Background: an optimization exercise with open tools, aiming at small area and a short achievable clock period. Do not read the settings as production practice. Function was checked by simulation only, so behaviour that the tests miss may differ from the original.

## flow/design.v (module list and top-level ports; edited modules follow where they fit)
// module Horner: 1253 lines
module Horner(input clk,
              input rst,
              input [31:0] x,
              input [31:0] cn,
              output wire [31:0] z);
  // ...
==> flow/flow/run.sh <==
#!/bin/bash
set -euo pipefail
R=orfs/results/$FLOW_PLATFORM/Horner/base
bash standard.sh synth > synth.log 2>&1
cp $R/1_2_yosys.v $R/1_2_yosys.std.v
python3 flow/mapnet.py "$FLOW_DESIGN" $R/1_2_yosys.map.v > mapnet.log 2>&1
regs() { grep -o 'dfxtp_1 \\[^ ]*' "$1" | sort; }
if [[ "$(regs $R/1_2_yosys.std.v)" == "$(regs $R/1_2_yosys.map.v)" ]]; then
  echo "registers match: using the mapped netlist" >> mapnet.log
  cp $R/1_2_yosys.map.v $R/1_2_yosys.v
else
  echo "registers differ: using the standard netlist" >> mapnet.log
  python3 flow/fixinv.py $R/1_2_yosys.std.v $R/1_2_yosys.v > fixinv.log 2>&1
fi
rm -f $R/1_synth.odb $R/1_synth.sdc
# port buffers: plain buffers rather than the delay cells buffer_ports picks by default
export BUFFER_PORTS_ARGS="-buffer_cell sky130_fd_sc_hd__buf_2"
bash standard.sh finish > layout.log 2>&1
==> flow/flow/fixinv.py <==
#!/usr/bin/env python3
"""Remove the inverters that synthesis leaves between full adders.

A full adder is self-dual: FA(~a, ~b, ~c) = (~cout, ~sum).  Each full adder
may therefore be flipped (take complemented inputs, give complemented
outputs) without changing what the circuit computes.  This chooses flips
that minimise the inverters needed, removes the plain inverters and adds
back one inverter per signal that still needs its complement.

usage: fixinv.py IN.v OUT.v
"""
import re, sys, collections, os
NOXOR = os.environ.get("NOXOR") == "1"   # debugging: flip full adders only

INV = "sky130_fd_sc_hd__inv_1"
FA = re.compile(r"sky130_fd_sc_hd__fa_\d+$")
FA_IN, FA_OUT = ("A", "B", "CIN"), ("COUT", "SUM")
OUT_PINS = {"X", "Y", "Q", "Q_N", "SUM", "COUT", "HI", "LO"}

src = open(sys.argv[1]).read()
src = re.sub(r"\(\*.*?\*\)", "", src, flags=re.S)
m = re.search(r"\bmodule\b.*?\bendmodule\b", src, re.S)
body = m.group(0)

inst_re = re.compile(r"^\s*(sky130_fd_sc_hd__\w+)\s+(\S+)\s*\((.*?)\);\s*$", re.S | re.M)
pin_re = re.compile(r"\.(\w+)\(\s*([^()]*?)\s*\)")
cells = []
for im in inst_re.finditer(body):
    pins = [(p, n) for p, n in pin_re.findall(im.group(3))]
    cells.append({"type": im.group(1), "name": im.group(2), "pins": pins, "span": im.span()})

locked = set()
for am in re.finditer(r"^\s*assign\s+(.*?);", body, re.M | re.S):
    for tok in re.findall(r"\\\S+|[A-Za-z_][\w$]*(?:\s*\[\d+\])?", am.group(1)):
        locked.add(re.sub(r"\s+", "", tok))
for dm in re.finditer(r"^\s*(input|output|inout)\b(.*?);", body, re.M | re.S):
    for tok in re.findall(r"\\\S+|[A-Za-z_][\w$]*", dm.group(2)):
        locked.add(tok)
def base(n):
    return re.sub(r"\s*\[\d+\]$", "", n)
def is_locked(n):
    return n in locked or base(n) in locked

driver = {}
for c in cells:
    for p, n in c["pins"]:
        if p in OUT_PINS:
            driver[n] = (c, p)

# removable inverters: plain inverters whose nets are not locked
removable = set()
for c in cells:
    if c["type"] == INV:
        d = dict(c["pins"])
        if not is_locked(d["Y"]) and not is_locked(d["A"]):
            removable.add(c["name"])
inv_in = {}
for c in cells:
    if c["name"] in removable:
        d = dict(c["pins"])
        inv_in[d["Y"]] = d["A"]

def trace(n):
    p = 0
    while n in inv_in:
        n = inv_in[n]; p ^= 1
    return n, p

XO = re.compile(r"sky130_fd_sc_hd__x(n?)or2_(\d+)$")
fas = [c for c in cells if FA.match(c["type"]) or (XO.match(c["type"]) and not NOXOR)]
fa_idx = {c["name"]: i for i, c in enumerate(fas)}
flip = [0] * len(fas)
lockfa = [0] * len(fas)
root_fa = {}
for i, c in enumerate(fas):
    for p, n in c["pins"]:
        if p in FA_OUT or (p in ("X", "Y") and XO.match(c["type"])):
            root_fa[n] = i
            if is_locked(n):
                lockfa[i] = 1

# consumers: (cell index, pin index, root, parity, fa index or -1)
cons = []
by_root = collections.defaultdict(list)
fa_cons = collections.defaultdict(list)
for ci, c in enumerate(cells):
    if c["name"] in removable:
        continue
    for pi, (p, n) in enumerate(c["pins"]):
        if p in OUT_PINS or n == "" or n.startswith("1'"):
            continue
        r, par = trace(n)
        j = fa_idx.get(c["name"], -1) if (p in FA_IN and FA.match(c["type"])) else -1
        k = len(cons)
        cons.append((ci, pi, r, par, j))
        by_root[r].append(k)
        if j >= 0:
            fa_cons[j].append(k)

def need(k):
    ci, pi, r, par, j = cons[k]
    q = par
    if r in root_fa:
        q ^= flip[root_fa[r]]
    if j >= 0:
        q ^= flip[j]
    return q

def root_cost(r):
    return 1 if any(need(k) for k in by_root[r]) else 0

def fa_roots(i):
    rs = set(cons[k][2] for k in fa_cons[i])
    for p, n in fas[i]["pins"]:
        if p in FA_OUT or (p in ("X", "Y") and XO.match(fas[i]["type"])):
            rs.add(n)
    return rs

import random
random.seed(1)
before = sum(root_cost(r) for r in by_root)
order = [i for i in range(len(fas)) if not lockfa[i]]
cur = before
best = (cur, list(flip))
T = 1.0
for it in range(60000):
    i = random.choice(order)
    rs = fa_roots(i)
    old = sum(root_cost(r) for r in rs)
    flip[i] ^= 1
    new = sum(root_cost(r) for r in rs)
    d = new - old
    if d <= 0 or random.random() < pow(2.718, -d / T):
        cur += d
        if cur < best[0]:
            best = (cur, list(flip))
    else:
        flip[i] ^= 1
    T = max(0.05, T * 0.9999)
flip = best[1]
improved = True
passes = 0
while improved and passes < 50:
    improved = False; passes += 1
    for i in range(len(fas)):
        if lockfa[i]:
            continue
        rs = fa_roots(i)
        old = sum(root_cost(r) for r in rs)
        flip[i] ^= 1
        new = sum(root_cost(r) for r in rs)
        if new < old:
            improved = True
        else:
            flip[i] ^= 1
after = sum(root_cost(r) for r in by_root)

# rewrite
newpins = {ci: list(c["pins"]) for ci, c in enumerate(cells)}
invnet = {}
for k in range(len(cons)):
    ci, pi, r, par, j = cons[k]
    if need(k):
        if r not in invnet:
            invnet[r] = f"fixinv_{len(invnet)}"
        net = invnet[r]
    else:
        net = r
    p, _ = newpins[ci][pi]
    newpins[ci][pi] = (p, net)
# flipped full adders need no pin change: their outputs keep their nets,
# which now carry the complement, and consumers were resolved above.

out = []
pos = 0
for ci, c in enumerate(cells):
    s, e = c["span"]
    out.append(body[pos:s])
    pos = e
    if c["name"] in removable:
        continue
    pins = ",\n".join(f"    .{p}({n})" for p, n in newpins[ci])
    ty = c["type"]
    xm = XO.match(ty)
    if xm and c["name"] in fa_idx and flip[fa_idx[c["name"]]]:
        ty = f"sky130_fd_sc_hd__x{'' if xm.group(1) else 'n'}or2_{xm.group(2)}"
        opin = "X" if xm.group(1) else "Y"     # xor2 drives X, xnor2 drives Y
        pins = ",\n".join(f"    .{opin if p in ('X', 'Y') else p}({n})" for p, n in newpins[ci])
    out.append(f"  {ty} {c['name']} (\n{pins}\n  );\n")
rest = body[pos:]
extra = []
for r, n in invnet.items():
    extra.append(f"  wire {n};\n")
for r, n in invnet.items():
    extra.append(f"  {INV} {n}_cell (\n    .A({r}),\n    .Y({n})\n  );\n")
rest = rest.replace("endmodule", "".join(extra) + "endmodule", 1)
newbody = "".join(out) + rest
open(sys.argv[2], "w").write(src[:m.start()] + newbody + src[m.end():])
print(f"fixinv: {len(fas)} full adders/xors, {sum(flip)} flipped; "
      f"{len(removable)} inverters removed, {len(invnet)} added "
      f"(cost {before} -> {after}, {passes} passes)")
==> flow/standard.sh <==
#!/bin/bash
# synth_recipe.tcl (not shown) runs the flow's synth.tcl, then flattens the netlist and writes it again
# the make line also repeats each setting of config.mk as NAME=value (left out here)
make -C /OpenROAD-flow-scripts/flow DESIGN_CONFIG=/design/flow/config.mk WORK_HOME=/design/flow/orfs CLKGATE_MAP_FILE= SYNTH_SCRIPT=/design/flow/synth_recipe.tcl "${@:-finish}"
==> flow/config.mk <==
export PLATFORM = sky130hd
export DESIGN_NAME = Horner
export DESIGN_NICKNAME = Horner
export VERILOG_FILES = /design/flow/design.v
export SDC_FILE = /design/flow/constraint.sdc
export NUM_CORES = 4
export LEC_CHECK = 0
export CAP_MARGIN = 20
export CORE_MARGIN = 2
export CORE_UTILIZATION = 60
export PLACE_DENSITY = 0.7
export SETUP_SLACK_MARGIN = 2.5
export SLEW_MARGIN = 20
==> flow/constraint.sdc <==
create_clock -name core_clock -period 8.5 [get_ports {clk}]
set_input_delay 1.7000 -clock core_clock [delete_from_list [all_inputs] [get_ports {clk}]]
set_output_delay 1.7000 -clock core_clock [all_outputs]
set_load 0.01 [all_outputs]
Not shown: flow/flow/mapnet.py
==> flow_summary.json, run 1 <==
{
  "status": "complete, no violations",
  "period_share": 0.696,
  "tap_cells": 275,
  "wire_per_inst_um": 23.7,
  "seq_area_um2": 981,
  "startpoint": "x[1]",
  "final_cell_area_um2": 14700,
  "overflow": 0,
  "die_h_um": 152,
  "cts_max_level": 2,
  "cp_top_family": "adder cells",
  "place_ws_ns": 1.72,
  "gr-usage-met3": 0.0952,
  "drtPass1Iterations": 8,
  "final_cell_mix": "300 x xnor2_1, 256 x a22oi_1, 241 x fa_1, 95 x buf_2, 84 x xor2_1",
  "crit_path_start_kind": "input pin",
  "yosysWarnings": 1,
  "core_um2": 21200,
  "finClkSkew_ns": 0.0198,
  "r2r-end": "a30_1$_DFF_P_",
  "crit_buf_inv": 1,
  "gp_congestion": 0.985,
  "top_usage_layer": "met1",
  "clk_share": 0.00995,
  "finalHoldWorstSlack_ns": 1.09,
  "cts-resized-gates": 13,
  "max_stage_delay_ns": 0.54,
  "clk_pin_slew_ns": 0.09,
  "hold_path_depth": 5
}
==> inputs of run 2 (changes only) <==
--- a/flow/flow/mapnet.py
+++ b/flow/flow/mapnet.py
@@ -16,7 +16,7 @@
 alias = {}            # rtl name -> net
 consts = {}           # rtl name -> constant value
 FAST_FA = float(__import__('os').environ.get('FAST_FA', '0'))   # split full adders with less model slack (ns)
-CLONE_MIN = int(__import__('os').environ.get('CLONE_MIN', '20'))   # clone digit/multiplicand drivers with this many loads (0: never)
+CLONE_MIN = int(__import__('os').environ.get('CLONE_MIN', '28'))   # clone digit/multiplicand drivers with this many loads (0: never)
 SPLIT_ONE = True      # two gets its own b1 ^ b0 gate
 OWN_ADDER = True      # build the adder of the register bits here, in alternating polarity
 nets = set()
--- a/flow/config.mk
+++ b/flow/config.mk
@@ -9,5 +9,5 @@
 export CORE_MARGIN = 2
 export CORE_UTILIZATION = 60
 export PLACE_DENSITY = 0.7
-export SETUP_SLACK_MARGIN = 2.5
+export SETUP_SLACK_MARGIN = 2.4
 export SLEW_MARGIN = 20
==> flow_summary.json, run 2 <==
{
  "status": "complete, no violations",
  "layout.nets": 1764,
  "hold_viol": 0,
  "route.detailed.drc": 0,
  "wl_um": 40500,
  "cts_buffer_depth": 2,
  "cts_max_level": 2,
  "finClkSkew_ns": 0.0194,
  "antenna_found_initial": 1,
  "fillers": 1741,
  "syn-cell-area_um2": 12900,
  "io_pins": 98,
  "max_slew_margin": 0.249,
  "drtIter0Drc": 1335,
  "dieArea_um2": 22700,
  "hp-class": "reg -> reg",
  "yosysWarnings": 1,
  "crit_buf_inv": 2,
  "arrival_ns": 6.17,
  "grt_max_degree": 46,
  "crit_fanout": 12,
  "hpwl_um": 31800,
  "overflow": 0,
  "clk_pin_slew_ns": 0.08,
  "clock_latency_ns": 0.31,
  "syn_inst": 1288,
  "setup_viol": 0,
  "wire_per_inst_um": 23.6,
  "slowest_stage": "a21boi_2",
  "cts_tree": "done",
  "grt_pass1_wl_um": 63400,
  "utilization": 0.691,
  "rsz0062_at_grt": "yes",
  "gp_congestion": 0.966,
  "track_usage": 0.372,
  "final_common_cell": "xnor2_1",
  "core_um2": 21100,
  "drive_gt1_frac": 0.134,
  "fin_crit_ns": 5.97,
  "syn_area_per_cell_um2": 10.0,
  "syn_to_final_growth_pct": 12.6,
  "max_stage_delay_ns": 0.76,
  "slew_viol_final": 0,
  "crit_top_cell": "fa_1",
  "initial_core_util": 0.613,
  "multiInputGateArea_um2": 11900,
  "cts-root-buf": "clkbuf_16",
  "period_share": 0.703,
  "cts-buffers-inserted": 5,
  "clock.fmax_mhz": 167,
  "cts_hold_buf": 0,
  "max_cap_viol_count": 0,
  "io_buffers": 97,
  "crit_path_start_kind": "input pin",
  "die_h_um": 151,
  "first_global_vias": 10900,
  "critPathCaptureType": "register",
  "syn-num-nets": 1610,
  "vias_per_cell": 6.35,
  "seq_area_um2": 981,
  "criticalPathCategory": "in -> reg",
  "path_cells": "buf_2 -> a21boi_2 -> buf_4 -> xnor2_1 -> fa_1 -> fa_1 -> fa_1 -> fa_1 -> fa_1 -> fa_1 -> ha_1",
  "drtPass1Iterations": 5,
  "rows": 53,
  "postRouteAntennaNets": 0,
  "worst_pin_slew_ns": 1.12,
  "finalHoldWorstSlack_ns": 1.09,
  "vias": 10900,
  "fp.dieW_um": 151,
  "final_cell_mix": "300 x xnor2_1, 256 x a22oi_1, 241 x fa_1, 96 x buf_2, 87 x xor2_1",
  "worstPathRequired_ns": 8.70,
  "final.setup.tns_ns": 0,
  "cp_top_family": "adder cells",
  "clock_sinks": 49
}
==> run 2: cell type report <==
| class | instances | share of cell area |
|---|---|---|
| multi-input cells | 1188 | 0.819 |
| flip-flops and latches | 49 | 0.0673 |
| repair buffers | 154 | 0.0656 |
| well taps | 275 | 0.0236 |
| inverters | 44 | 0.0113 |
| clock buffers | 5 | 0.00859 |
| clock inverters | 3 | 0.00472 |
| diodes | 1 | 0.000172 |
==> run 2: worst reg2reg max path: cells and delay by family, from the launching register on <==
kind / cells / cell delay (ns)
XOR/XNOR: 2 / 0.52
AO/OA/AOI/OAI: 3 / 0.68
adder cells (fa/ha/maj): 7 / 2.91
AND/OR/NAND/NOR: 4 / 1.08
flip-flops: 1 / 0.36
buffers and inverters: 1 / 0.18
==> run 2: final timing paths <==
kind / from / to / slack [ns] / cells past startpoint
max: x[13] / a30_1$_DFF_P_ / 2.53 / 11
min: a0_0$_DFF_P_ / a0_0$_DFF_P_ / 1.09 / 5
max reg2reg: a6_1$_DFF_P_ / a30_1$_DFF_P_ / 2.64 / 17
min reg2reg: a0_0$_DFF_P_ / a0_0$_DFF_P_ / 1.09 / 5
==> run 2: through the flow <==
step / area [µm²] / setup WS, ns / instances
2_1_floorplan: 13000 / 2.41 / 1288
3_3_place_gp: 14200 / 1.74 / 1709
3_5_place_dp: 14200 / 1.67 / 1709
4_1_cts: 14500 / 2.45 / 1717
5_1_grt: 14600 / 2.39 / 1718
6_report: 14600 / 2.53 / 1719
==> run 2: routing by layer <==
metal,track usage,share of wire,vias up,wire length (µm)
met4,0.100,0.025,0,1020
li1,-,-,4761,-
met5,0,0,-,0
met1,0.540,0.43,5446,17300
met2,0.563,0.44,650,18000
met3,0.0867,0.10,67,4230
==> run 2: repair_timing <==
item                       in CTS  in global routing
setup endpoints to repair      29                 16
resized for setup              12                 11
setup buffers                   0                  0
pin swaps                       0                  0
==> inputs of run 3 (changes only) <==
--- a/flow/config.mk
+++ b/flow/config.mk
@@ -9,5 +9,5 @@
 export CORE_MARGIN = 2
 export CORE_UTILIZATION = 60
 export PLACE_DENSITY = 0.7
-export SETUP_SLACK_MARGIN = 2.4
+export SETUP_SLACK_MARGIN = 2.6
 export SLEW_MARGIN = 20
==> flow_summary.json, run 3 <==
{
  "syn-cell-area_um2": 12900,
  "hp-start": "a1_0$_DFF_P_",
  "final_cells": 1721,
  "criticalPathCategory": "in -> reg",
  "drtIter0Drc": 1164,
  "clk_pin_slew_ns": 0.08,
  "max_cap_viol_count": 0,
  "route.detailed.drc": 0,
  "crit_fanout": 23,
  "clock.fmax_mhz": 171,
  "drive_gt1_frac": 0.147,
  "first_global_vias": 11000,
  "finalHoldWorstSlack_ns": 1.24,
  "wire_per_inst_um": 23.2,
  "die_h_um": 151,
  "grt_max_degree": 39,
  "syn_inst": 1288,
  "track_usage": 0.363,
  "vias_per_cell": 6.34,
  "io_pins": 98,
  "syn-num-nets": 1610,
  "arrival_ns": 6.02,
  "rr_worst_depth": 15,
  "antenna_found_initial": 0,
  "yosysWarnings": 1,
  "startpoint": "x[1]",
  "postRouteAntennaNets": 0,
  "overflow": 0,
  "syn_to_final_growth_pct": 14.0,
  "hpwl_um": 31200,
  "initial_core_util": 0.613,
  "rows": 53,
  "diodes": 0,
  "syn_area_per_cell_um2": 10.0,
  "final_cell_mix": "300 x xnor2_1, 256 x a22oi_1, 241 x fa_1, 95 x buf_2, 80 x xor2_1",
  "clock_latency_ns": 0.31,
  "fp.dieW_um": 151,
  "slew_viol_final": 0,
  "worst_pin_slew_ns": 1.09,
  "hold_viol": 0,
  "setup.worst_path.end": "a30_1$_DFF_P_",
  "multiInputGateArea_um2": 12100,
  "reg2reg_from": "a6_1$_DFF_P_",
  "io_buffers": 97,
  "fillers": 1667,
  "worstPathRequired_ns": 8.68,
  "crit_path_start_kind": "input pin",
  "final_common_cell": "xnor2_1",
  "reg2reg_slack_ns": 2.68,
  "wl_um": 40000,
  "status": "complete, no violations",
  "drtPass1Iterations": 6,
  "dp_cells": 1710,
  "final.setup.tns_ns": 0,
  "setup_viol": 0,
  "finClkSkew_ns": 0.0127,
  "cts_buffer_depth": 2,
  "utilization": 0.699,
  "clock_sinks": 49,
  "cts-buffers-inserted": 5,
  "r2r-end": "a30_1$_DFF_P_",
  "core_um2": 21100,
  "final_cell_area_um2": 14700,
  "gp_congestion": 0.943,
  "cts_max_level": 2,
  "hp-class": "reg -> reg",
  "cts-root-buf": "clkbuf_16",
  "seq_area_um2": 981,
  "dieArea_um2": 22700,
  "vias": 10900,
  "fin_crit_ns": 5.83,
  "critPathCaptureType": "register",
  "rsz0062_at_grt": "yes",
  "cts_tree": "done",
  "max_slew_margin": 0.267,
  "period_share": 0.686,
  "layout.nets": 1767,
  "placed_area_um2": 14300,
  "grt_pass1_wl_um": 62300
}
run 3: final cells by class:
| cell class | instances | area share |
|---|---|---|
| Inverter | 44 | 0.0112 |
| Timing Repair Buffer | 156 | 0.0663 |
| Multi-Input combinational cell | 1189 | 0.823 |
| Tap cell | 275 | 0.0234 |
| Sequential cell | 49 | 0.0666 |
| Clock inverter | 2 | 0.00102 |
| Clock buffer | 6 | 0.00875 |
run 3: metrics by stage:
step / worst slack (ns)
finish: 2.67
global route: 2.55
CTS: 2.57
detailed placement: 1.73
global placement: 1.82
floorplan: 2.60
run 3: repair_timing:
action                                  in CTS  in global routing
resized for setup                           31                 31
pin swaps                                    0                  2
cloned                                       0                  1
hold buffers                                 0                  0
setup buffers                                0                  2
hold endpoints to repair                     0                  0
endpoints found under the setup margin      34                 18
run 3: how the worst min path moves through the flow:
stage | slack (ns) | end | depth (start not counted)
after global placement | 1.22 | a2_0$_DFF_P_ | 5
after CTS | 1.25 | a1_0$_DFF_P_ | 5
after floorplan | 0.95 | a0_0$_DFF_P_ | 4
after detailed placement | 1.22 | a1_0$_DFF_P_ | 5
after global routing | 1.33 | a1_0$_DFF_P_ | 5
final | 1.24 | a1_0$_DFF_P_ | 5
run 3: layer usage:
layer	vias to the layer above	wire length [µm]	GRT usage
li1	4762	-	-
met1	5428	16800	0.529
met2	660	17900	0.556
met3	61	4630	0.0864
met4	0	762	0.0771
met5	-	0	0
run 3: critical path, stage by stage:
cell and delay [ns]:
buf_8 0.22, buf_8 0.26, nor2b_1 0.15, buf_4 0.24, a22oi_1 0.12, xnor2_1 0.30, fa_1 0.49, fa_1 0.40
fa_1 0.44, fa_1 0.39, fa_1 0.52, fa_1 0.43, ha_1 0.30
==> inputs of run 4 (changes only) <==
--- a/flow/config.mk
+++ b/flow/config.mk
@@ -9,5 +9,5 @@
 export CORE_MARGIN = 2
 export CORE_UTILIZATION = 60
 export PLACE_DENSITY = 0.7
-export SETUP_SLACK_MARGIN = 2.6
+export SETUP_SLACK_MARGIN = 2.5
 export SLEW_MARGIN = 20
==> flow_summary.json, run 4 <==
{
  "dieArea_um2": 22700,
  "route.detailed.drc": 0,
  "rsz0062_at_grt": "yes",
  "drtPass1Iterations": 8,
  "wire_per_inst_um": 24.0,
  "drtIter0Drc": 1171,
  "setup_viol": 0,
  "syn-num-nets": 1610,
  "io_pins": 98,
  "core_um2": 21100,
  "arrival_ns": 6.08,
  "hpwl_um": 31700,
  "syn_area_per_cell_um2": 10.0,
  "drive_gt1_frac": 0.137,
  "initial_core_util": 0.613,
  "grt_max_degree": 40,
  "crit_fanout": 21,
  "final.setup.tns_ns": 0,
  "first_global_vias": 11100,
  "reg2reg_slack_ns": 2.80,
  "criticalPathCategory": "in -> reg",
  "syn_inst": 1288,
  "worst_pin_slew_ns": 1.03,
  "fp.dieW_um": 151,
  "cts_buffer_depth": 2,
  "fillers": 1703,
  "diodes": 0,
  "status": "complete, no violations",
  "cts-root-buf": "clkbuf_16",
  "crit_path_start_kind": "input pin",
  "syn_to_final_growth_pct": 12.8,
  "clock_sinks": 49,
  "track_usage": 0.377,
  "yosysWarnings": 1,
  "max_stage_delay_ns": 0.51,
  "layout.nets": 1767,
  "antenna_found_initial": 0,
  "rows": 53,
  "path_cells": "buf_6 -> buf_6 -> nor2b_1 -> buf_4 -> a22oi_1 -> xnor2_1 -> fa_1 -> fa_1 -> fa_1 -> fa_1 -> fa_1 -> fa_1 -> ha_1",
  "clk_pin_slew_ns": 0.08,
  "die_h_um": 151,
  "critPathCaptureType": "register",
  "finClkSkew_ns": 0.0114,
  "period_share": 0.691,
  "syn-cell-area_um2": 12900,
  "cts_max_level": 2,
  "vias": 11000,
  "final_common_cell": "xnor2_1",
  "slowest_stage": "fa_1",
  "max_cap_viol_count": 0,
  "fin_crit_ns": 5.88,
  "crit_top_cell": "fa_1",
  "postRouteAntennaNets": 0,
  "hold_viol": 0,
  "cts-buffers-inserted": 5,
  "max_slew_margin": 0.307,
  "final_cell_mix": "300 x xnor2_1, 256 x a22oi_1, 241 x fa_1, 95 x buf_2, 85 x xor2_1",
  "overflow": 0,
  "final_cells": 1721,
  "wl_um": 41200,
  "vias_per_cell": 6.37,
  "slew_viol_final": 0,
  "gp_congestion": 0.914,
  "cts_hold_buf": 0,
  "io_buffers": 97,
  "clock.fmax_mhz": 170,
  "cts_tree": "done",
  "hp-class": "reg -> reg",
  "grt_pass1_wl_um": 64300,
  "dp_cells": 1712,
  "clock_latency_ns": 0.31,
  "worstPathRequired_ns": 8.70
}
==> run 4: through the flow <==
stage,util,cell area (µm²),hold WS (ns),worst slack (ns)
2_1_floorplan,-,13000,0.945,2.52
5_1_grt,0.691,14600,1.13,2.48
3_3_place_gp,0.677,14300,1.06,1.78
6_report,0.691,14600,1.09,2.62
4_1_cts,0.686,14500,1.09,2.50
3_5_place_dp,0.677,14300,1.06,1.68
==> run 4: layout make-up <==
| type | instances | area [µm²] | share of cell area |
|---|---|---|---|
| clock buffer | 5 | 125 | 0.00858 |
| multi-input combinational | 1188 | 12000 | 0.821 |
| timing repair buffer | 157 | 967 | 0.0663 |
| inverter | 44 | 165 | 0.0113 |
| sequential | 49 | 981 | 0.0673 |
| clock inverter | 3 | 28.8 | 0.00197 |
| tap | 275 | 344 | 0.0236 |
==> run 4: per-layer routing <==
layer	global-route usage	wire length [µm]	share of wire
met1	0.532	17000	0.41
met3	0.113	4880	0.12
met2	0.578	18400	0.45
met4	0.0850	959	0.023
met5	0	0	0
==> run 4: timing repair <==
item                       in CTS  in global routing
pin swaps                       0                  0
setup endpoints to repair      31                 17
setup buffers                   0                  0
hold endpoints to repair        0                  0
gates resized for setup        13                 22
==> run 4: worst paths after layout <==
kind / from / end / cells after the start
hold / removal: a0_0$_DFF_P_ / a0_0$_DFF_P_ / 5
setup / recovery: x[1] / a30_1$_DFF_P_ / 13
hold reg to reg: a0_0$_DFF_P_ / a0_0$_DFF_P_ / 5
setup reg to reg: a22_1$_DFF_P_ / a30_1$_DFF_P_ / 17
==> run 4: critical path, delay by kind of cell <==
family	cells	cell delay [ns]
XOR/XNOR	1	0.31
AND/OR/NAND/NOR	1	0.17
buffers and inverters	3	0.82
adder cells (fa/ha/maj)	7	2.92
AO/OA/AOI/OAI	1	0.12
==> inputs of run 5 (changes only) <==
--- a/flow/flow/mapnet.py
+++ b/flow/flow/mapnet.py
@@ -17,6 +17,7 @@
 consts = {}           # rtl name -> constant value
 FAST_FA = float(__import__('os').environ.get('FAST_FA', '0'))   # split full adders with less model slack (ns)
 CLONE_MIN = int(__import__('os').environ.get('CLONE_MIN', '28'))   # clone digit/multiplicand drivers with this many loads (0: never)
+CPA = __import__('os').environ.get('CPA', 'han-carlson')   # or han-carlson
 SPLIT_ONE = True      # two gets its own b1 ^ b0 gate
 OWN_ADDER = True      # build the adder of the register bits here, in alternating polarity
 nets = set()
@@ -175,11 +176,25 @@
             o = new("p"); cell("xor2_1", [("A", rb[0]), ("B", rb[1]), ("X", o)]); p[k] = (o, False)
             o = new("g"); cell("nand2_1", [("A", rb[0]), ("B", rb[1]), ("Y", o)]); g[k] = (o, True)
     G = list(g); Pp = list(p)
-    d = 1
-    while d < W - 1:
-        nG = list(G); nP = list(Pp)
-        for k in range(d, W - 1):
-            j = k - d
+    # schedule of prefix levels: lists of (k, j) combining span k with span j
+    if CPA == "han-carlson":
+        sched = [[(k, k - 1) for k in range(1, W - 1, 2)]]
+        d = 2
+        while d < W - 1:
+            sched.append([(k, k - d) for k in range(1, W - 1, 2) if k - d >= 1])
+            d *= 2
+        sched.append([(k, k - 1) for k in range(2, W - 1, 2)])
+    else:
+        sched = []
+        d = 1
+        while d < W - 1:
+            sched.append([(k, k - d) for k in range(d, W - 1)])
+            d *= 2
+    start = list(range(W))           # lowest bit of the span G[k], Pp[k] cover
+    for lvl in sched:
+        nG = list(G); nP = list(Pp); nstart = list(start)
+        for k, j in lvl:
+            nstart[k] = start[j]
             if Pp[k] is not None and G[j] is not None:
                 if G[k] is None:                 # G = P & G'
                     sigs = [Pp[k], G[j]]
@@ -197,7 +212,7 @@
                         cell("a21oi_1", [("A1", pol(Pp[k], False)), ("A2", pol(G[j], False)), ("B1", pol(G[k], False)), ("Y", o)]); nG[k] = (o, True)
                     else:
                         cell("o21ai_0", [("A1", pol(Pp[k], True)), ("A2", pol(G[j], True)), ("B1", pol(G[k], True)), ("Y", o)]); nG[k] = (o, False)
-            if j >= d and Pp[k] is not None:     # group propagate still needed
+            if start[j] > 0 and Pp[k] is not None:   # group propagate still needed
                 if Pp[j] is None:
                     nP[k] = None
                 else:
@@ -208,8 +223,8 @@
                         cell("nand2_1", [("A", pol(Pp[k], False)), ("B", pol(Pp[j], False)), ("Y", o)]); nP[k] = (o, True)
                     else:
                         cell("nor2_1", [("A", pol(Pp[k], True)), ("B", pol(Pp[j], True)), ("Y", o)]); nP[k] = (o, False)
-        G, Pp = nG, nP
-        d *= 2
+        G, Pp, start = nG, nP, nstart
+    assert all(start[k] == 0 for k in range(W - 1)), "prefix schedule incomplete"
     for k in range(W):
         c = G[k - 1] if k > 0 else None
         if p[k] is None and c is None:
==> flow_summary.json, run 5 <==
{
  "final_common_cell": "xnor2_1",
  "status": "complete, no violations",
  "cp_top_family": "adder cells",
  "cts_hold_buf": 0,
  "syn-num-nets": 1530,
  "clock.fmax_mhz": 169,
  "vias": 10300,
  "clk_pin_slew_ns": 0.09,
  "rows": 53,
  "vias_per_cell": 6.25,
  "track_usage": 0.358,
  "diodes": 0,
  "io_buffers": 97,
  "initial_core_util": 0.605,
  "hold_viol": 0,
  "syn_inst": 1208,
  "cts-root-buf": "clkbuf_16",
  "slew_viol_final": 0,
  "route.detailed.drc": 0,
  "period_share": 0.696,
  "cts_max_level": 2,
  "max_slew_margin": 0.232,
  "final_cell_mix": "299 x xnor2_1, 256 x a22oi_1, 241 x fa_1, 96 x buf_2, 84 x xor2_1",
  "fin_crit_ns": 5.91,
  "hp-class": "reg -> reg",
  "first_global_vias": 10600,
  "setup_viol": 0,
  "fp.dieW_um": 149,
  "grt_pass1_wl_um": 60100,
  "crit_buf_inv": 2,
  "io_pins": 98,
  "worstPathRequired_ns": 8.68,
  "syn-cell-area_um2": 12600,
  "crit_fanout": 21,
  "arrival_ns": 6.10,
  "hpwl_um": 29600,
  "slowest_stage": "nor2_4",
  "dieArea_um2": 22200,
  "cts_tree": "done",
  "syn_to_final_growth_pct": 13.8,
  "final.setup.tns_ns": 0,
  "cts-buffers-inserted": 5,
  "fillers": 1678,
  "final_cell_area_um2": 14300,
  "syn_area_per_cell_um2": 10.4,
  "max_cap_viol_count": 0,
  "wl_um": 38100,
  "layout.nets": 1690,
  "crit_top_cell": "fa_1",
  "worst_pin_slew_ns": 1.14,
  "max_stage_delay_ns": 0.56,
  "yosysWarnings": 1,
  "overflow": 0,
  "core_um2": 20800,
  "clock_latency_ns": 0.32,
  "placed_area_um2": 14000,
  "drtIter0Drc": 1249,
  "gp_congestion": 0.939,
  "grt_max_degree": 43,
  "cts_buffer_depth": 2,
  "crit_path_start_kind": "input pin",
  "antenna_found_initial": 0,
  "die_h_um": 149,
  "critPathCaptureType": "register",
  "wire_per_inst_um": 23.2,
  "drive_gt1_frac": 0.151,
  "drtPass1Iterations": 6,
  "path_cells": "buf_2 -> xor2_1 -> nor2_4 -> buf_4 -> a22oi_1 -> xnor2_1 -> fa_1 -> fa_1 -> fa_1 -> fa_1 -> fa_1 -> ha_1 -> fa_1",
  "postRouteAntennaNets": 0,
  "finClkSkew_ns": 0.0224,
  "criticalPathCategory": "in -> reg",
  "rsz0062_at_grt": "no",
  "post-cts-setup-buffers": 0,
  "clock_sinks": 49
}
-- run 5: path summary, 6_finish.rpt --
path | start | end | slack, ns | cells past startpoint
max reg2reg | a10_1$_DFF_P_ | a30_1$_DFF_P_ | 2.78 | 18
max | x[6] | a21_0$_DFF_P_ | 2.59 | 13
min | a0_0$_DFF_P_ | a0_0$_DFF_P_ | 1.06 | 5
min reg2reg | a0_0$_DFF_P_ | a0_0$_DFF_P_ | 1.06 | 5
-- run 5: what timing repair did --
item,CTS,global route
gates resized for setup,15,28
hold endpoints to repair,0,0
endpoints found under the setup margin,22,14
-- run 5: per-stage QoR --
step / hold slack, ns / utilization / std cells / setup slack (ns)
3_3_place_gp: 1.04 / 0.670 / 1635 / 1.84
6_report: 1.06 / 0.688 / 1644 / 2.59
4_1_cts: 1.07 / 0.682 / 1644 / 2.50
3_5_place_dp: 1.04 / 0.671 / 1636 / 1.80
2_1_floorplan: 0.945 / - / 1208 / 2.52
5_1_grt: 1.10 / 0.688 / 1644 / 2.50
-- run 5: final cells by class --
class / instances / area, µm² / area share
Multi-Input combinational cell: 1123 / 11700 / 0.820
Timing Repair Buffer: 160 / 1000 / 0.0698
Sequential cell: 49 / 981 / 0.0684
Tap cell: 275 / 344 / 0.0240
Clock buffer: 5 / 125 / 0.00873
Inverter: 29 / 109 / 0.00759
Clock inverter: 3 / 26.3 / 0.00183
-- run 5: worst reg2reg max path, cell delays in order, from the launching register on --
cell     delay (ns)
dfxtp_1        0.34
xor2_1         0.25
nand2_1        0.11
nor2_1         0.16
inv_1          0.05
o21ai_1        0.36
inv_1          0.07
o21ai_0        0.26
xor2_1         0.20
nor2b_2        0.49
a22oi_1        0.20
xnor2_1        0.21
fa_1           0.45
fa_1           0.43
fa_1           0.42
fa_1           0.42
fa_1           0.51
fa_1           0.41
ha_1           0.27
-- run 5: metal layers --
| layer | wire [µm] | vias to the layer above | GRT usage |
|---|---|---|---|
| li1 | - | 4513 | - |
| met1 | 15800 | 5010 | 0.509 |
| met4 | 856 | 2 | 0.0852 |
| met3 | 4910 | 59 | 0.120 |
| met5 | 14 | - | 0.0205 |
| met2 | 16600 | 688 | 0.530 |
==> inputs of run 6 (changes only) <==
--- a/flow/flow/mapnet.py
+++ b/flow/flow/mapnet.py
@@ -17,7 +17,7 @@
 consts = {}           # rtl name -> constant value
 FAST_FA = float(__import__('os').environ.get('FAST_FA', '0'))   # split full adders with less model slack (ns)
 CLONE_MIN = int(__import__('os').environ.get('CLONE_MIN', '28'))   # clone digit/multiplicand drivers with this many loads (0: never)
-CPA = __import__('os').environ.get('CPA', 'han-carlson')   # or han-carlson
+CPA = __import__('os').environ.get('CPA', 'brent-kung')   # or han-carlson
 SPLIT_ONE = True      # two gets its own b1 ^ b0 gate
 OWN_ADDER = True      # build the adder of the register bits here, in alternating polarity
 nets = set()
@@ -184,6 +184,22 @@
             sched.append([(k, k - d) for k in range(1, W - 1, 2) if k - d >= 1])
             d *= 2
         sched.append([(k, k - 1) for k in range(2, W - 1, 2)])
+    elif CPA == "brent-kung":
+        sched = []
+        d = 1
+        while d < W - 1:
+            sched.append([(k, k - d) for k in range(2 * d - 1, W - 1, 2 * d)])
+            d *= 2
+        d //= 2
+        while d >= 1:
+            sched.append([(k, k - d) for k in range(3 * d - 1, W - 1, 2 * d)])
+            d //= 2
+    elif CPA == "sklansky":
+        sched = []
+        d = 1
+        while d < W - 1:
+            sched.append([(k, (k // d) * d - 1) for k in range(d, W - 1) if (k // d) % 2 == 1])
+            d *= 2
     else:
         sched = []
         d = 1
--- a/flow/config.mk
+++ b/flow/config.mk
@@ -7,7 +7,7 @@
 export LEC_CHECK = 0
 export CAP_MARGIN = 20
 export CORE_MARGIN = 2
-export CORE_UTILIZATION = 60
-export PLACE_DENSITY = 0.7
+export CORE_UTILIZATION = 70
+export PLACE_DENSITY = 0.8
 export SETUP_SLACK_MARGIN = 2.5
 export SLEW_MARGIN = 20
==> flow_summary.json, run 6 <==
{
  "status": "complete, no violations",
  "route.detailed.drc": 0,
  "rsz0062_at_grt": "yes",
  "clock.fmax_mhz": 167,
  "drive_gt1_frac": 0.158,
  "vias_per_cell": 6.75,
  "seq_area_um2": 981,
  "layout.nets": 1662,
  "clk_pin_slew_ns": 0.08,
  "setup_viol": 0,
  "dp_cells": 1548,
  "gr-usage-met3": 0.109,
  "cts_tree": "done",
  "finalHoldWorstSlack_ns": 1.09,
  "grt_max_degree": 43,
  "period_share": 0.706,
  "drtPass1Iterations": 7,
  "final_cell_area_um2": 14200,
  "final_cell_mix": "301 x xnor2_1, 256 x a22oi_1, 241 x fa_1, 94 x buf_2, 82 x xor2_1",
  "final_common_cell": "xnor2_1",
  "die_h_um": 137,
  "vias": 10600,
  "postRouteAntennaNets": 0,
  "crit_fanout": 34,
  "final_cells": 1566,
  "placed_area_um2": 13700,
  "fillers": 1137,
  "grt_pass1_wl_um": 59100,
  "overflow": 0,
  "crit_path_start_kind": "input pin",
  "syn-num-nets": 1497,
  "core_um2": 17400,
  "io_buffers": 97,
  "cts-root-buf": "clkbuf_16",
  "worstPathRequired_ns": 8.71,
  "arrival_ns": 6.21,
  "final.setup.tns_ns": 0,
  "cts_buffer_depth": 2,
  "initial_core_util": 0.717,
  "place_ws_ns": 1.77,
  "criticalPathCategory": "in -> reg",
  "wl_um": 37800,
  "critPathCaptureType": "register",
  "syn_area_per_cell_um2": 10.6,
  "fin_crit_ns": 6.00,
  "diodes": 0,
  "gp_congestion": 0.925,
  "dieArea_um2": 18900,
  "cts_hold_buf": 0,
  "max_slew_margin": 0.326,
  "max_cap_viol_count": 0,
  "yosysWarnings": 1,
  "worst_pin_slew_ns": 1.01,
  "use_met2": 0.640,
  "fin_ws_ns": 2.50,
  "multiInputGateArea_um2": 11600,
  "syn_to_final_growth_pct": 13.9,
  "io_pins": 98,
  "finClkSkew_ns": 0.0104,
  "antenna_found_initial": 2,
  "hp-class": "reg -> reg",
  "track_usage": 0.420,
  "syn_inst": 1175,
  "syn-cell-area_um2": 12500,
  "wire_per_inst_um": 24.1,
  "use_met1": 0.568,
  "slew_viol_final": 0,
  "hold_viol": 0,
  "clock_latency_ns": 0.31,
  "cts-buffers-inserted": 5,
  "cts_max_level": 2,
  "drtIter0Drc": 1586,
  "top_usage_layer": "met2",
  "first_global_vias": 10900,
  "fp.dieW_um": 137,
  "rows": 48,
  "clock_sinks": 49,
  "hpwl_um": 27900
}
==> run 6: layout make-up <==
class	count	share of cell area
clock buffers	6	0.00979
repair buffers	165	0.0722
multi-input cells	1094	0.820
flip-flops and latches	49	0.0692
inverters	25	0.00662
well taps	225	0.0198
clock inverters	2	0.00265
==> run 6: worst paths after layout <==
kind,startpoint,end,slack (ns),cells after the start
worst max-delay path,x[0],a30_1$_DFF_P_,2.50,12
worst min-delay path,a0_0$_DFF_P_,a0_0$_DFF_P_,1.09,5
worst max register to register,a10_0$_DFF_P_,a30_1$_DFF_P_,2.76,21
worst min register to register,a0_0$_DFF_P_,a0_0$_DFF_P_,1.09,5
==> run 6: repair_timing <==
action | in CTS | in global routing
gates resized for setup | 16 | 26
buffers inserted | 0 | 10
setup endpoints to repair | 22 | 19
==> run 6: critical path: stages <==
cell and delay [ns]:
clkbuf_4 0.35, nor2b_1 0.58, buf_4 0.31, a22oi_1 0.11, xnor2_1 0.20, fa_1 0.47, fa_1 0.43, fa_1 0.44
fa_1 0.40, fa_1 0.50, fa_1 0.42, ha_1 0.27
==> run 6: layer usage <==
layer / share of wire / routed length (µm) / vias to the layer above
met1: 0.37 / 13900 / 5107
met5: 0.00048 / 18 / -
met3: 0.13 / 4960 / 168
met2: 0.45 / 17000 / 887
li1: - / - / 4404
met4: 0.050 / 1900 / 4
==> run 6: stage by stage <==
step / util
after global routing: 0.817
after global placement: 0.791
after floorplan: -
after CTS: 0.804
final: 0.817
after detailed placement: 0.791
==> inputs of run 7 (changes only) <==
--- a/flow/config.mk
+++ b/flow/config.mk
@@ -7,7 +7,7 @@
 export LEC_CHECK = 0
 export CAP_MARGIN = 20
 export CORE_MARGIN = 2
-export CORE_UTILIZATION = 70
-export PLACE_DENSITY = 0.8
+export CORE_UTILIZATION = 60
+export PLACE_DENSITY = 0.7
 export SETUP_SLACK_MARGIN = 2.5
 export SLEW_MARGIN = 20
==> flow_summary.json, run 7 <==
{
  "status": "complete, no violations",
  "first_global_vias": 10700,
  "final_common_cell": "xnor2_1",
  "dieArea_um2": 21900,
  "criticalPathCategory": "in -> reg",
  "core_um2": 20300,
  "cts_buffer_depth": 2,
  "vias_per_cell": 6.32,
  "hpwl_um": 28100,
  "yosysWarnings": 1,
  "path_cells": "buf_2 -> xor2_2 -> a22oi_1 -> xnor2_1 -> fa_1 -> fa_1 -> fa_1 -> fa_1 -> fa_1 -> fa_1 -> ha_1",
  "cp_top_family": "adder cells",
  "cts-buffers-inserted": 5,
  "syn-cell-area_um2": 12500,
  "drive_gt1_frac": 0.150,
  "overflow": 0,
  "crit_top_cell": "fa_1",
  "layout.nets": 1651,
  "clock_latency_ns": 0.31,
  "io_pins": 98,
  "crit_buf_inv": 1,
  "period_share": 0.694,
  "max_cap_viol_count": 0,
  "syn_area_per_cell_um2": 10.6,
  "gp_congestion": 0.934,
  "setup_viol": 0,
  "wire_per_inst_um": 23.1,
  "critPathCaptureType": "register",
  "fin_ws_ns": 2.60,
  "clock_sinks": 49,
  "initial_core_util": 0.613,
  "syn_inst": 1175,
  "slew_viol_final": 0,
  "place_ws_ns": 1.68,
  "finClkSkew_ns": 0.00881,
  "crit_fanout": 14,
  "crit_path_start_kind": "input pin",
  "final_cell_mix": "301 x xnor2_1, 256 x a22oi_1, 241 x fa_1, 95 x buf_2, 84 x xor2_1",
  "final.setup.tns_ns": 0,
  "fp.dieW_um": 148,
  "syn_to_final_growth_pct": 13.0,
  "track_usage": 0.354,
  "max_stage_delay_ns": 0.76,
  "cts_hold_buf": 0,
  "hold_viol": 0,
  "rsz0062_at_grt": "yes",
  "drtPass1Iterations": 6,
  "io_buffers": 97,
  "rows": 52,
  "clock.fmax_mhz": 170,
  "post-cts-setup-buffers": 0,
  "grt_pass1_wl_um": 59500,
  "route.detailed.drc": 0,
  "clk_pin_slew_ns": 0.08,
  "cts-root-buf": "clkbuf_16",
  "drtIter0Drc": 1092,
  "fin_crit_ns": 5.90,
  "arrival_ns": 6.11,
  "finalHoldWorstSlack_ns": 1.07,
  "syn-num-nets": 1497,
  "worst_pin_slew_ns": 1.06,
  "vias": 10100,
  "slowest_stage": "xor2_2",
  "hp-class": "reg -> reg",
  "max_slew_margin": 0.292,
  "cts_max_level": 2,
  "antenna_found_initial": 2,
  "worstPathRequired_ns": 8.71,
  "postRouteAntennaNets": 0,
  "die_h_um": 148,
  "wl_um": 37000,
  "utilization": 0.693,
  "cts_tree": "done",
  "grt_max_degree": 37
}
==> run 7: final timing paths <==
kind | start | endpoint | cells past startpoint | slack (ns)
worst max-delay path | x[3] | a30_1$_DFF_P_ | 11 | 2.60
worst min-delay path | a0_0$_DFF_P_ | a0_0$_DFF_P_ | 5 | 1.07
worst max register to register | a13_1$_DFF_P_ | a30_1$_DFF_P_ | 18 | 2.73
worst min register to register | a0_0$_DFF_P_ | a0_0$_DFF_P_ | 5 | 1.07
==> run 7: what timing repair did <==
item,CTS,global route
resized for setup,19,17
pin swaps,0,0
setup endpoints to repair,21,16
gates cloned,0,0
==> run 7: layer usage <==
layer  up-vias  track usage  routed length (µm)
met5         -      0.00227                   0
met4         0        0.126                1300
met3        90       0.0583                3500
met2       583        0.554               16900
met1      5062        0.503               15200
li1       4386            -                   -
==> run 7: tightest hold or removal path, stage by stage, from the launching register on <==
cell	delay, ns
dfxtp_1	0.33
nor2b_1	0.13
buf_4	0.19
nand2_1	0.10
xnor2_1	0.13
fa_1	0.15
==> run 7: final cells by class <==
type / instances / area (µm²)
antenna: 2 / 5.00
clock buffer: 6 / 129
clock inverter: 2 / 10.0
fill: 1585 / 6230
inverter: 25 / 93.8
multi-input combinational: 1094 / 11600
sequential: 49 / 981
tap: 270 / 338
timing repair buffer: 154 / 933
==> run 7: per-stage QoR <==
| stage | area, µm² | cells |
|---|---|---|
| floorplan | 12500 | 1175 |
| global placement | 13800 | 1592 |
| detailed placement | 13800 | 1592 |
| CTS | 14000 | 1600 |
| global route | 14100 | 1602 |
| finish | 14100 | 1602 |
==> inputs of run 8 (changes only) <==
--- a/flow/config.mk
+++ b/flow/config.mk
@@ -9,5 +9,5 @@
 export CORE_MARGIN = 2
 export CORE_UTILIZATION = 60
 export PLACE_DENSITY = 0.7
-export SETUP_SLACK_MARGIN = 2.5
+export SETUP_SLACK_MARGIN = 2.6
 export SLEW_MARGIN = 20
==> flow_summary.json, run 8 <==
{
  "syn_to_final_growth_pct": 15.9,
  "max_cap_viol_count": 0,
  "max_slew_margin": 0.370,
  "syn_area_per_cell_um2": 10.6,
  "rsz0062_at_grt": "yes",
  "clk_pin_slew_ns": 0.07,
  "fin_crit_ns": 5.82,
  "worstPathRequired_ns": 8.69,
  "io_buffers": 97,
  "cts-root-buf": "clkbuf_16",
  "met2_length_um": 17500,
  "cts_buffer_depth": 2,
  "finalHoldWorstSlack_ns": 1.07,
  "clock_sinks": 49,
  "cts-buffers-inserted": 5,
  "rr_worst_depth": 20,
  "first_global_vias": 10600,
  "io_pins": 98,
  "clock_latency_ns": 0.31,
  "layout.nets": 1677,
  "criticalPathCategory": "in -> reg",
  "overflow": 0,
  "antenna_found_initial": 0,
  "dr.max_layer_used": "met4",
  "drive_gt1_frac": 0.173,
  "route.detailed.drc": 0,
  "hp-class": "reg -> reg",
  "met3_length_um": 3870,
  "hpwl_um": 28600,
  "drtPass1Iterations": 6,
  "reg2reg_from": "a10_1$_DFF_P_",
  "grt_pass1_wl_um": 59700,
  "final_cell_mix": "301 x xnor2_1, 256 x a22oi_1, 241 x fa_1, 96 x buf_2, 81 x xor2_1",
  "core_um2": 20300,
  "fillers": 1587,
  "reg2reg_slack_ns": 2.88,
  "grt_max_degree": 35,
  "period_share": 0.685,
  "crit_fanout": 28,
  "final_common_cell": "xnor2_1",
  "die_h_um": 148,
  "initial_core_util": 0.613,
  "dieArea_um2": 21900,
  "arrival_ns": 6.01,
  "wire_per_inst_um": 23.7,
  "met1_length_um": 15900,
  "gp_congestion": 0.955,
  "critPathCaptureType": "register",
  "yosysWarnings": 1,
  "vias": 10400,
  "postRouteAntennaNets": 0,
  "final.setup.tns_ns": 0,
  "syn-num-nets": 1497,
  "wl_um": 38500,
  "crit_path_start_kind": "input pin",
  "fp.dieW_um": 148,
  "finClkSkew_ns": 0.00662,
  "cts_max_level": 2,
  "syn_inst": 1175,
  "hold_path_depth": 5,
  "hold_viol": 0,
  "worst_pin_slew_ns": 0.937,
  "drtIter0Drc": 1138,
  "clock.fmax_mhz": 172,
  "r2r-end": "a30_1$_DFF_P_",
  "status": "complete, no violations",
  "vias_per_cell": 6.37,
  "utilization": 0.711,
  "hp-start": "a0_0$_DFF_P_",
  "rows": 52,
  "min_to": "a0_0$_DFF_P_",
  "track_usage": 0.357,
  "cts_hold_buf": 0,
  "slew_viol_final": 0,
  "setup_viol": 0,
  "cts_tree": "done",
  "diodes": 0,
  "syn-cell-area_um2": 12500
}
==> run 8: timing repair <==
action / CTS / global route
setup buffers: 0 / 27
setup endpoints to repair: 24 / 23
resized for setup: 23 / 32
gates cloned: 0 / 1
pin swaps: 0 / 6
==> run 8: per-layer routing <==
layer,track usage,vias to the layer above
met5,0,-
met4,0.129,0
met3,0.0739,94
met2,0.550,671
met1,0.507,5162
li1,-,4431
==> run 8: metrics by stage <==
step | instances | instance area (µm²) | worst slack [ns]
after floorplan | 1175 | 12500 | 2.60
after global placement | 1590 | 13800 | 1.74
after detailed placement | 1590 | 13800 | 1.69
after CTS | 1598 | 14000 | 2.53
after global routing | 1626 | 14400 | 2.56
final | 1626 | 14400 | 2.68
==> run 8: layout make-up <==
| class | count | area, µm² | share of cell area |
|---|---|---|---|
| Clock buffer | 6 | 129 | 0.00893 |
| Clock inverter | 2 | 10.0 | 0.000694 |
| Inverter | 25 | 93.8 | 0.00650 |
| Multi-Input combinational cell | 1094 | 11700 | 0.811 |
| Sequential cell | 49 | 981 | 0.0680 |
| Tap cell | 270 | 338 | 0.0234 |
| Timing Repair Buffer | 180 | 1170 | 0.0813 |
==> run 8: worst max-delay path, cell delays in order <==
cell and delay, ns:
buf_8 0.17, nor2b_2 0.53, buf_4 0.33, a22oi_1 0.10
xnor2_1 0.26, fa_1 0.47, fa_1 0.40, fa_1 0.43
fa_1 0.52, fa_1 0.42, ha_1 0.21, fa_1 0.42
==> run 8: worst max-delay path by stage <==
stage                         end           from
floorplan           a19_0$_DFF_P_          x[10]
global placement    a30_1$_DFF_P_            rst
detailed placement  a30_1$_DFF_P_  a10_1$_DFF_P_
CTS                 a30_1$_DFF_P_  a10_1$_DFF_P_
global route        a30_1$_DFF_P_  a10_1$_DFF_P_
finish              a21_0$_DFF_P_            rst
==> inputs of run 9 (changes only) <==
--- a/flow/flow/mapnet.py
+++ b/flow/flow/mapnet.py
@@ -16,7 +16,7 @@
 alias = {}            # rtl name -> net
 consts = {}           # rtl name -> constant value
 FAST_FA = float(__import__('os').environ.get('FAST_FA', '0'))   # split full adders with less model slack (ns)
-CLONE_MIN = int(__import__('os').environ.get('CLONE_MIN', '28'))   # clone digit/multiplicand drivers with this many loads (0: never)
+CLONE_MIN = int(__import__('os').environ.get('CLONE_MIN', '0'))   # clone digit/multiplicand drivers with this many loads (0: never)
 CPA = __import__('os').environ.get('CPA', 'brent-kung')   # or han-carlson
 SPLIT_ONE = True      # two gets its own b1 ^ b0 gate
 OWN_ADDER = True      # build the adder of the register bits here, in alternating polarity
--- a/flow/config.mk
+++ b/flow/config.mk
@@ -9,5 +9,5 @@
 export CORE_MARGIN = 2
 export CORE_UTILIZATION = 60
 export PLACE_DENSITY = 0.7
-export SETUP_SLACK_MARGIN = 2.6
+export SETUP_SLACK_MARGIN = 2.5
 export SLEW_MARGIN = 20
==> flow_summary.json, run 9 <==
{
  "syn-num-nets": 1486,
  "wl_um": 38400,
  "slew_viol_final": 0,
  "hp-class": "reg -> reg",
  "syn-cell-area_um2": 12400,
  "status": "complete, no violations",
  "dieArea_um2": 21800,
  "io_buffers": 97,
  "overflow": 0,
  "core_um2": 20200,
  "critPathCaptureType": "register",
  "gp_congestion": 0.920,
  "grt_max_degree": 34,
  "syn_inst": 1164,
  "criticalPathCategory": "in -> reg",
  "hpwl_um": 28200,
  "postRouteAntennaNets": 0,
  "drive_gt1_frac": 0.171,
  "drtIter0Drc": 1183,
  "track_usage": 0.357,
  "met3_length_um": 3740,
  "crit_buf_inv": 2,
  "arrival_ns": 6.07,
  "clock_latency_ns": 0.31,
  "final_common_cell": "xnor2_1",
  "wire_per_inst_um": 23.8,
  "period_share": 0.692,
  "layout.nets": 1664,
  "met2_length_um": 18200,
  "initial_core_util": 0.612,
  "slowest_stage": "xor2_2",
  "hold_viol": 0,
  "syn_to_final_growth_pct": 16.1,
  "yosysWarnings": 1,
  "met1_length_um": 15200,
  "clk_pin_slew_ns": 0.07,
  "worstPathRequired_ns": 8.69,
  "vias": 10200,
  "crit_path_start_kind": "input pin",
  "utilization": 0.710,
  "fp.dieW_um": 148,
  "final_cell_mix": "300 x xnor2_1, 256 x a22oi_1, 241 x fa_1, 95 x buf_2, 82 x xor2_1",
  "worst_pin_slew_ns": 0.965,
  "worst-path-stages": 12,
  "cts_tree": "done",
  "final.setup.tns_ns": 0,
  "clock_sinks": 49,
  "syn_area_per_cell_um2": 10.6,
  "max_slew_margin": 0.353,
  "vias_per_cell": 6.35,
  "die_h_um": 148,
  "diodes": 0,
  "max_stage_delay_ns": 0.70,
  "setup_viol": 0,
  "drtPass1Iterations": 6,
  "dr.max_layer_used": "met4",
  "antenna_found_initial": 0,
  "rsz0062_at_grt": "yes",
  "dp_cells": 1580,
  "cts_max_level": 2,
  "cts_buffer_depth": 2,
  "hold_path_depth": 4,
  "crit_top_cell": "fa_1",
  "route.detailed.drc": 0,
  "cp_top_family": "adder cells",
  "rr_worst_depth": 20,
  "grt_pass1_wl_um": 59600,
  "rows": 52,
  "cts-buffers-inserted": 5,
  "max_cap_viol_count": 0,
  "fin_crit_ns": 5.88,
  "final_cells": 1613,
  "crit_fanout": 14,
  "finClkSkew_ns": 0.00524,
  "first_global_vias": 10800,
  "path_cells": "buf_2 -> xor2_2 -> buf_4 -> a22oi_1 -> xnor2_1 -> fa_1 -> fa_1 -> fa_1 -> fa_1 -> ha_1 -> fa_1 -> fa_1",
  "cts-root-buf": "clkbuf_16",
  "io_pins": 98,
  "clock.fmax_mhz": 170
}
## run 9: worst paths after layout
kind,from,end,slack [ns]
worst min register to register,a0_0$_DFF_P_,a0_0$_DFF_P_,0.83
worst min-delay path,a0_0$_DFF_P_,a0_0$_DFF_P_,0.83
worst max register to register,a10_1$_DFF_P_,a30_1$_DFF_P_,2.73
worst max-delay path,x[5],a15_0$_DFF_P_,2.62
## run 9: final cells by class
class	instances	area, µm²
Multi-Input combinational cell	1085	11600
Fill cell	1568	5860
Timing Repair Buffer	176	1180
Sequential cell	49	981
Tap cell	270	338
Clock buffer	6	139
Inverter	25	93.8
Clock inverter	2	37.5
## run 9: metrics by stage
stage          area (µm²)  hold WS (ns)  setup WS [ns]
3_3_place_gp        13700          1.06           1.75
2_1_floorplan       12500         0.974           2.50
6_report            14400         0.830           2.62
3_5_place_dp        13700          1.08           1.69
4_1_cts             14000         0.956           2.50
5_1_grt             14400         0.867           2.35
## run 9: timing repair
| action | CTS | global route |
|---|---|---|
| setup buffers | 0 | 22 |
| setup endpoints to repair | 32 | 17 |
| gates cloned | 0 | 2 |
| pin swaps | 0 | 6 |
| hold buffers | 0 | 0 |
| hold endpoints to repair | 0 | 0 |
| gates resized for setup | 21 | 29 |
## run 9: worst min-delay path, delay by kind of cell (launching register included)
kind | cells | cell delay, ns
fa+ha+maj | 1 | 0.15
xor+xnor | 1 | 0.13
flops | 1 | 0.31
simple gates | 2 | 0.20
## run 9: metal layers
layer	vias up	GRT usage
li1	4397	-
met5	-	0
met4	0	0.122
met1	5158	0.480
met2	589	0.569
met3	102	0.0923

-- afterwards: timing with drivers on the ports --
The flow's constraints put no driver on any port. The routed layouts listed below were extracted and timed again, unchanged, in two steps.
Step 1, drivers: a clkbuf_16 drives clk and a buf_2 each remaining input, both assumed.
Step 2 adds t to the input delays and takes it off the output delays; t is the mean of the earliest and latest rising clock arrival at the registers after step 1. Input paths then give back, and output paths get back, about the clock's delay inside the block.
a / b / c = ideal / step 1 / step 2; a / b = the first two.
run	shift t [ns]	setup slack, ns	slew at the worst register clock pin (ns)
run 1	0.352	2.585 / 2.605 / 2.253	0.09 / 0.09
run 2	0.351	2.527 / 2.554 / 2.204	0.08 / 0.08
run 3	0.346	2.666 / 2.660 / 2.315	0.08 / 0.08
run 4	0.355	2.625 / 2.634 / 2.279	0.08 / 0.08
run 5	0.355	2.586 / 2.608 / 2.253	0.09 / 0.09
run 6	0.353	2.497 / 2.521 / 2.168	0.08 / 0.08
run 7	0.355	2.601 / 2.626 / 2.271	0.08 / 0.08
run 8	0.351	2.681 / 2.661 / 2.309	0.07 / 0.07
run 9	0.346	2.620 / 2.618 / 2.273	0.07 / 0.07
After both steps setup and hold are still met in every run listed. The setup slack of run 8, which loses most, moves by -0.020 ns with the drivers and by -0.372 ns with both steps.
